Source: an optimization exercise on an open RTL-to-GDS flow (aim: small area and a short achievable clock period). Production flows keep margins and buffers that such runs may drop. Function was checked by simulation only, so behaviour that the tests miss may differ from the original.

==> inputs of job 9469 <==
Design xortally_net, start of the top module:
module xortally_net(
	input clk,
	input rst,
	input [16:0] x1,
	input [16:0] x2,
	input [16:0] w1,
	input [16:0] w2,
	input [16:0] w3,
	input [16:0] w4,
	input [16:0] w5,
	input [16:0] w6,
	input [16:0] b1,
	input [16:0] b2,
	input [16:0] b3,
	output [16:0] h1,
	output [16:0] h2,
	output [16:0] y
);
clock: 11.0 ns
lec_check: 0
abc_area: 1
cap_margin: 20
core_margin: 2
core_utilization: 45
place_density: 0.75
setup_slack_margin: 4
slew_margin: 20
standard.sh (not shown) runs the stock make flow with config.mk's settings and CLKGATE_MAP_FILE= SYNTH_SCRIPT=/design/flow/synth_recipe.tcl, a recipe that flattens the netlist after the stock synthesis.
==> flow/flow/run.sh <==
#!/bin/bash
# The standard layout (standard.sh, which runs the ORFS make targets and
# keeps each step's log under orfs/logs), with the port buffers that ORFS's
# buffer_ports adds taken from the smallest buffer cell instead of the one it
# picks itself. Everything else, synthesis included, is the standard flow.
set -o pipefail
export BUFFER_PORTS_ARGS="-buffer_cell sky130_fd_sc_hd__buf_1"
bash standard.sh > standard.log 2>&1
==> inputs of job 6720, as changes to job 9469 <==
Settings changed: CORE_UTILIZATION 45 to 55, SETUP_SLACK_MARGIN 4 to 5.
==> comparison <==
Job 6720 reached the layout checks and failed them: capacitance limit, slew limit. Job 9469 finished clean.
In job 9469 the global-route usage is lower than in job 6720, by 6.9 points.
Against job 6720, the first-iteration DRC count of job 9469 is smaller by 30%.
Via count: job 9469 is smaller than job 6720 (about 8%).
Between job 9469 and job 6720, the lower utilization is in job 9469 (gap 19 points).
In synthesized cell count, job 6720 and job 9469 do not differ.
Between job 9469 and job 6720, the lower die area is in job 6720 (gap 22%, measured against job 6720).
In job 9469 the sequential share of layout area is higher than in job 6720, by 1.3 points.
Against job 6720, the clock-buffer cell count of job 9469 is higher by 3.
Of job 6720 and job 9469, job 6720 has the higher non-clock buffer count (gap 161).
==> figures <==
Layout clock buffer count: job 9469 51; job 6720 48
Worst Hold Path EP: job 9469 n2.p1[15]; job 6720 n3.t9[23]
Met2 capacity usage during global routing: job 9469 47.9%; job 6720 60.2%
Overall routing resource usage: job 9469 28.5%; job 6720 35.4%
Number of buffers and inverters on the critical path: job 9469 9; job 6720 7
Status: job 9469 timing/DRC/antenna clean; job 6720 finished with violations
Reasons for failing layout checks: job 9469 -; job 6720 capacitance limit, slew limit
Placed insts: job 9469 8,576; job 6720 8,358
Die Ht: job 9469 301 um; job 6720 273 um
Area of the multi-input gates: job 9469 28,300 um^2; job 6720 31,800 um^2
CTS-repair resized insts: job 9469 13; job 6720 315
Capturing point of the worst reg2reg path: job 9469 n1.t3[11]; job 6720 n1.t3[13]
Critical Path Source: job 9469 b3[7]; job 6720 b3[1]
Starting density of the core: job 9469 45.2%; job 6720 55.6%
Measured slew at the worst slew-check pin: job 9469 975 ps; job 6720 1680 ps
Number of core rows: job 9469 109; job 6720 98
Via count of the first global-routing pass: job 9469 44,000; job 6720 45,000
Area share of buffers outside the clock network: job 9469 3.17%; job 6720 6.83%

========
==> v4: inputs <==
Another version of the RTL of xortally_net (not shown whole).
clock: 11.0 ns
lec_check: 0
abc_area: 1
cap_margin: 20
core_margin: 2
core_utilization: 60
slew_margin: 20
run.sh (not shown) runs the stock make flow with config.mk's settings and CLKGATE_MAP_FILE= SYNTH_SCRIPT=/design/flow/synth_recipe.tcl, a recipe that flattens the netlist after the stock synthesis.
Stock flow here: none of the scripts above is used.
==> inputs of v6, as changes to v4 <==
--- a/flow/design.v
+++ b/flow/design.v
@@ -202,68 +202,189 @@
 end
 always @(posedge clk) begin
 	sign <= in[16] ^ slope[16];
 	count <= c;
 end
 endmodule
 module add_core(
 	input [16:0] in,
+	input [4:0] ic,
 	input [32:0] t,
 	input [5:0] tc,
 	output hold,
 	output sign,
 	output [31:0] res
 );
-function [4:0] pc16;
-	input [15:0] v;
-	integer i;
-	begin
-		pc16 = 5'd0;
-		for (i = 0; i < 16; i = i + 1)
-			pc16 = pc16 + v[i];
-	end
-endfunction
 wire si = in[16];
 wire st = t[32];
-wire [4:0] ic = pc16(in[15:0]);
 wire opp = si ^ st;
 wire ile = {1'b0, ic} <= tc;
 wire ieq = {1'b0, ic} == tc;
 wire [6:0] base = opp ? {tc, 1'b0} + 7'd16 : 7'd16;
 wire [6:0] sd = base - {2'b0, ic};
 wire [5:0] s = (opp & ile) ? {1'b0, ic} + 6'd16 : sd[5:0];
 wire [48:0] x = {st, t[31:0], {16{opp}}};
 wire [48:0] xs = x >> s;
 assign hold = opp & ((st & ieq) | (~st & ~ile & (sd[5:0] == 6'd16)));
 assign sign = opp ? (ile ? st : si) : si;
 assign res = xs[31:0] | (opp ? 32'd0 : {15'd0, in});
 endmodule
+module sort16(
+	input [15:0] v,
+	output [15:0] t
+);
+wire s0h = v[0] | v[1];
+wire s0l = v[0] & v[1];
+wire s1h = v[2] | v[3];
+wire s1l = v[2] & v[3];
+wire s2h = s0h | s1h;
+wire s2l = s0h & s1h;
+wire s3h = s0l | s1l;
+wire s3l = s0l & s1l;
+wire s4h = s3h | s2l;
+wire s4l = s3h & s2l;
+wire s5h = v[4] | v[5];
+wire s5l = v[4] & v[5];
+wire s6h = v[6] | v[7];
+wire s6l = v[6] & v[7];
+wire s7h = s5h | s6h;
+wire s7l = s5h & s6h;
+wire s8h = s5l | s6l;
+wire s8l = s5l & s6l;
+wire s9h = s8h | s7l;
+wire s9l = s8h & s7l;
+wire s10h = s2h | s7h;
+wire s10l = s2h & s7h;
+wire s11h = s4l | s9l;
+wire s11l = s4l & s9l;
+wire s12h = s11h | s10l;
+wire s12l = s11h & s10l;
+wire s13h = s4h | s9h;
+wire s13l = s4h & s9h;
+wire s14h = s3l | s8l;
+wire s14l = s3l & s8l;
+wire s15h = s14h | s13l;
+wire s15l = s14h & s13l;
+wire s16h = s13h | s12h;
+wire s16l = s13h & s12h;
+wire s17h = s15h | s12l;
+wire s17l = s15h & s12l;
+wire s18h = s15l | s11l;
+wire s18l = s15l & s11l;
+wire s19h = v[8] | v[9];
+wire s19l = v[8] & v[9];
+wire s20h = v[10] | v[11];
+wire s20l = v[10] & v[11];
+wire s21h = s19h | s20h;
+wire s21l = s19h & s20h;
+wire s22h = s19l | s20l;
+wire s22l = s19l & s20l;
+wire s23h = s22h | s21l;
+wire s23l = s22h & s21l;
+wire s24h = v[12] | v[13];
+wire s24l = v[12] & v[13];
+wire s25h = v[14] | v[15];
+wire s25l = v[14] & v[15];
+wire s26h = s24h | s25h;
+wire s26l = s24h & s25h;
+wire s27h = s24l | s25l;
+wire s27l = s24l & s25l;
+wire s28h = s27h | s26l;
+wire s28l = s27h & s26l;
+wire s29h = s21h | s26h;
+wire s29l = s21h & s26h;
+wire s30h = s23l | s28l;
+wire s30l = s23l & s28l;
+wire s31h = s30h | s29l;
+wire s31l = s30h & s29l;
+wire s32h = s23h | s28h;
+wire s32l = s23h & s28h;
+wire s33h = s22l | s27l;
+wire s33l = s22l & s27l;
+wire s34h = s33h | s32l;
+wire s34l = s33h & s32l;
+wire s35h = s32h | s31h;
+wire s35l = s32h & s31h;
+wire s36h = s34h | s31l;
+wire s36l = s34h & s31l;
+wire s37h = s34l | s30l;
+wire s37l = s34l & s30l;
+wire s38h = s10h | s29h;
+wire s38l = s10h & s29h;
+wire s39h = s17l | s36l;
+wire s39l = s17l & s36l;
+wire s40h = s39h | s38l;
+wire s40l = s39h & s38l;
+wire s41h = s16l | s35l;
+wire s41l = s16l & s35l;
+wire s42h = s18l | s37l;
+wire s42l = s18l & s37l;
+wire s43h = s42h | s41l;
+wire s43l = s42h & s41l;
+wire s44h = s41h | s40h;
+wire s44l = s41h & s40h;
+wire s45h = s43h | s40l;
+wire s45l = s43h & s40l;
+wire s46h = s43l | s39l;
+wire s46l = s43l & s39l;
+wire s47h = s16h | s35h;
+wire s47l = s16h & s35h;
+wire s48h = s18h | s37h;
+wire s48l = s18h & s37h;
+wire s49h = s48h | s47l;
+wire s49l = s48h & s47l;
+wire s50h = s17h | s36h;
+wire s50l = s17h & s36h;
+wire s51h = s14l | s33l;
+wire s51l = s14l & s33l;
+wire s52h = s51h | s50l;
+wire s52l = s51h & s50l;
+wire s53h = s50h | s49h;
+wire s53l = s50h & s49h;
+wire s54h = s52h | s49l;
+wire s54l = s52h & s49l;
+wire s55h = s52l | s48l;
+wire s55l = s52l & s48l;
+wire s56h = s47h | s44h;
+wire s56l = s47h & s44h;
+wire s57h = s53h | s44l;
+wire s57l = s53h & s44l;
+wire s58h = s53l | s45h;
+wire s58l = s53l & s45h;
+wire s59h = s54h | s45l;
+wire s59l = s54h & s45l;
+wire s60h = s54l | s46h;
+wire s60l = s54l & s46h;
+wire s61h = s55h | s46l;
+wire s61l = s55h & s46l;
+wire s62h = s55l | s42l;
+wire s62l = s55l & s42l;
+assign t = {s51l, s62l, s62h, s61l, s61h, s60l, s60h, s59l, s59h, s58l, s58h, s57l, s57h, s56l, s56h, s38h};
+endmodule
 module squish_sigmoid(
 	input [32:0] in,
 	output [7:0] lv
 );
-function [4:0] pc16;
-	input [15:0] v;
-	integer i;
-	begin
-		pc16 = 5'd0;
-		for (i = 0; i < 16; i = i + 1)
-			pc16 = pc16 + v[i];
-	end
-endfunction
 wire [15:0] dq = in[15:0];
 wire [15:0] pq;
 genvar i;
 generate for (i = 0; i < 16; i = i + 1) begin : p
 	assign pq[i] = in[2*i] | in[2*i+1];
 end endgenerate
 wire dth = &(~dq[15:1] | dq[14:0]);
 wire pth = &(~pq[15:1] | pq[14:0]);
-wire big = pc16(in[31:16]) + pc16(in[15:0]) > 6'd16;
+wire [15:0] tl, th;
+sort16 sl(.v(in[15:0]), .t(tl));
+sort16 sh(.v(in[31:16]), .t(th));
+wire [15:0] th_r;
+generate for (i = 0; i < 16; i = i + 1) begin : r
+	assign th_r[i] = th[15 - i];
+end endgenerate
+wire big = |(tl & th_r);
 wire [7:0] dlv = !dth ? 8'd0 :
 	!in[32] ? {dq[3:0], 4'b1111} : {5'd0, dq[0] & ~dq[1], dq[0] & ~dq[2], dq[0] & ~dq[3]};
 wire [7:0] plv = {8{pth & ~in[32]}};
 assign lv = big ? plv : dlv;
 endmodule
 module xortally_net(
 	input clk,
 	input rst,
@@ -304,16 +425,28 @@
 	input [15:0] v;
 	integer i;
 	begin
 		pc16 = 5'd0;
 		for (i = 0; i < 16; i = i + 1)
 			pc16 = pc16 + v[i];
 	end
 endfunction
+function [4:0] tcount16;
+	input [15:0] t;
+	reg [16:0] h;
+	begin
+		h = {t, 1'b1} & ~{1'b0, t};    
+		tcount16[4] = h[16];
+		tcount16[3] = |h[15:8];
+		tcount16[2] = |{h[15:12], h[7:4]};
+		tcount16[1] = |{h[15:14], h[11:10], h[7:6], h[3:2]};
+		tcount16[0] = |{h[15], h[13], h[11], h[9], h[7], h[5], h[3], h[1]};
+	end
+endfunction
 function [5:0] pc32;
 	input [31:0] v;
 	integer i;
 	begin
 		pc32 = 6'd0;
 		for (i = 0; i < 32; i = i + 1)
 			pc32 = pc32 + v[i];
 	end
@@ -324,21 +457,29 @@
 wire [4:0] ca = pc16(ma[15:0]);
 reg s1;
 reg [15:0] p1;
 reg [4:0] c1;
 wire h2n, s2n;
 wire [31:0] t2n;
 reg s2;
 reg [31:0] t2;
-add_core a2(.in(mb), .t({s1, 16'd0, p1}), .tc({1'b0, c1}), .hold(h2n), .sign(s2n), .res(t2n));
+wire [15:0] mbt;
+sort16 mbs(.v(mb[15:0]), .t(mbt));
+add_core a2(.in(mb), .ic(tcount16(mbt)), .t({s1, 16'd0, p1}), .tc({1'b0, c1}), .hold(h2n), .sign(s2n), .res(t2n));
 wire h3n, s3n;
 wire [31:0] t3n;
 reg [32:0] t3;
-add_core a3(.in(b), .t({s2, t2}), .tc(pc32(t2)), .hold(h3n), .sign(s3n), .res(t3n));
+wire [15:0] t2l, t2h;
+sort16 tsl(.v(t2[15:0]), .t(t2l));
+sort16 tsh(.v(t2[31:16]), .t(t2h));
+wire [5:0] tc2 = tcount16(t2l) + tcount16(t2h);
+wire [15:0] bt;
+sort16 bs(.v(b[15:0]), .t(bt));
+add_core a3(.in(b), .ic(tcount16(bt)), .t({s2, t2}), .tc(tc2), .hold(h3n), .sign(s3n), .res(t3n));
 squish_sigmoid ss(.in(t3), .lv(lv));
 always @(posedge clk) begin
 	if (rst) begin
 		s1 <= 1'b0;
 		p1 <= 16'd0;
 		c1 <= 5'd0;
 		s2 <= 1'b0;
 		t2 <= 32'd0;
@@ -361,16 +502,37 @@
 	input rst,
 	input [7:0] la,
 	input [16:0] wa,
 	input [7:0] lb,
 	input [16:0] wb,
 	input [16:0] b,
 	output [7:0] lv
 );
+function [4:0] pc16;
+	input [15:0] v;
+	integer i;
+	begin
+		pc16 = 5'd0;
+		for (i = 0; i < 16; i = i + 1)
+			pc16 = pc16 + v[i];
+	end
+endfunction
+function [4:0] tcount16;
+	input [15:0] t;
+	reg [16:0] h;
+	begin
+		h = {t, 1'b1} & ~{1'b0, t};    
+		tcount16[4] = h[16];
+		tcount16[3] = |h[15:8];
+		tcount16[2] = |{h[15:12], h[7:4]};
+		tcount16[1] = |{h[15:14], h[11:10], h[7:6], h[3:2]};
+		tcount16[0] = |{h[15], h[13], h[11], h[9], h[7], h[5], h[3], h[1]};
+	end
+endfunction
 wire [16:0] ha = {1'b0, la[7], la[6], {2{la[5]}}, {4{la[4]}}, {4{la[3]}}, {2{la[2]}}, la[1], la[0]};
 wire [16:0] hb = {1'b0, lb[7], lb[6], {2{lb[5]}}, {4{lb[4]}}, {4{lb[3]}}, {2{lb[2]}}, lb[1], lb[0]};
 wire sa, sb;
 wire [4:0] ca, cb;
 matrix_t m_a(.clk(clk), .in(ha), .slope(wa), .sign(sa), .count(ca));
 matrix_t m_b(.clk(clk), .in(hb), .slope(wb), .sign(sb), .count(cb));
 reg s7;
 reg [4:0] c7;
@@ -413,17 +575,19 @@
 			p8n = 4'd0 - cb[3:0];
 		end
 	end
 end
 wire [31:0] t8 = ~(32'hffffffff << m8) | ({31'd0, pv8} << {1'b1, p8});
 wire h9n, s9n;
 wire [31:0] t9n;
 reg [32:0] t9;
-add_core a9(.in(b), .t({s8, t8}), .tc(m8 + pv8), .hold(h9n), .sign(s9n), .res(t9n));
+wire [15:0] bt;
+sort16 bs(.v(b[15:0]), .t(bt));
+add_core a9(.in(b), .ic(tcount16(bt)), .t({s8, t8}), .tc(m8 + pv8), .hold(h9n), .sign(s9n), .res(t9n));
 squish_sigmoid ss(.in(t9), .lv(lv));
 always @(posedge clk) begin
 	if (rst) begin
 		s7 <= 1'b0;
 		c7 <= 5'd0;
 		s8 <= 1'b0;
 		m8 <= 6'd0;
 		pv8 <= 1'b0;
==> flow/flow/run.sh (new file) <==
#!/bin/bash
# The standard layout (standard.sh, which runs the ORFS make targets and
# keeps each step's log under orfs/logs), with the port buffers that ORFS's
# buffer_ports adds taken from the smallest buffer cell instead of the one it
# picks itself. Everything else, synthesis included, is the standard flow.
set -o pipefail
export BUFFER_PORTS_ARGS="-buffer_cell sky130_fd_sc_hd__buf_1"
bash standard.sh > standard.log 2>&1
==> flow/standard.sh (new file) <==
#!/bin/bash
# synth_recipe.tcl (not shown) runs the flow's synth.tcl, then flattens the netlist and writes it again
# the make line also repeats each setting of config.mk as NAME=value (left out here)
make -C /OpenROAD-flow-scripts/flow DESIGN_CONFIG=/design/flow/config.mk WORK_HOME=/design/flow/orfs CLKGATE_MAP_FILE= SYNTH_SCRIPT=/design/flow/synth_recipe.tcl "${@:-finish}"
==> flow/config.mk (replaced) <==
export PLATFORM = sky130hd
export DESIGN_NAME = xortally_net
export DESIGN_NICKNAME = xortally_net
export VERILOG_FILES = /design/flow/design.v
export SDC_FILE = /design/flow/constraint.sdc
export NUM_CORES = 4
export LEC_CHECK = 0
export ABC_AREA = 1
export CAP_MARGIN = 20
export CORE_MARGIN = 2
export CORE_UTILIZATION = 45
export PLACE_DENSITY = 0.75
export SETUP_SLACK_MARGIN = 4
export SLEW_MARGIN = 20
removed: flow/run.sh
==> comparison <==
- v4 ran to the end with no violations. v6 went through all stages and came out clean.
- Between v4 and v6, the lower count of clock-buffer cells in the layout is in v4 (gap 3).
- Non-clock buffer count: v6 is higher than v4 (27).

[re-timing with driven ports]
How much do the figures lean on ideal ports? The routed layouts below were timed once more, with nothing changed but the port constraints.
Step 1: set_driving_cell puts a clkbuf_16 on clk and a buf_2 on each other input, an assumption about the parent block.
Step 2 also shifts input and output timing later by t, the mid clock arrival at the registers, as if the neighbouring blocks saw the same clock.
a / b / c = no drivers / after step 1 / after step 2; a / b = the first two.
run	t (ns)	slack for setup (ns)	worst slew at a driven data input, ns	cell pins on the clock port's net
job 9469	0.647	4.355 / 4.369 / 3.755	0.05	1
job 6720	0.643	4.594 / 4.627 / 3.984	0.07	1
v4	0.629	1.423 / 1.357 / 1.490	0.08	1
v6	0.640	4.416 / 4.416 / 3.848	0.09	1
The setup slack of job 6720, which loses most, moves by +0.033 ns with the drivers and by -0.610 ns with both steps.
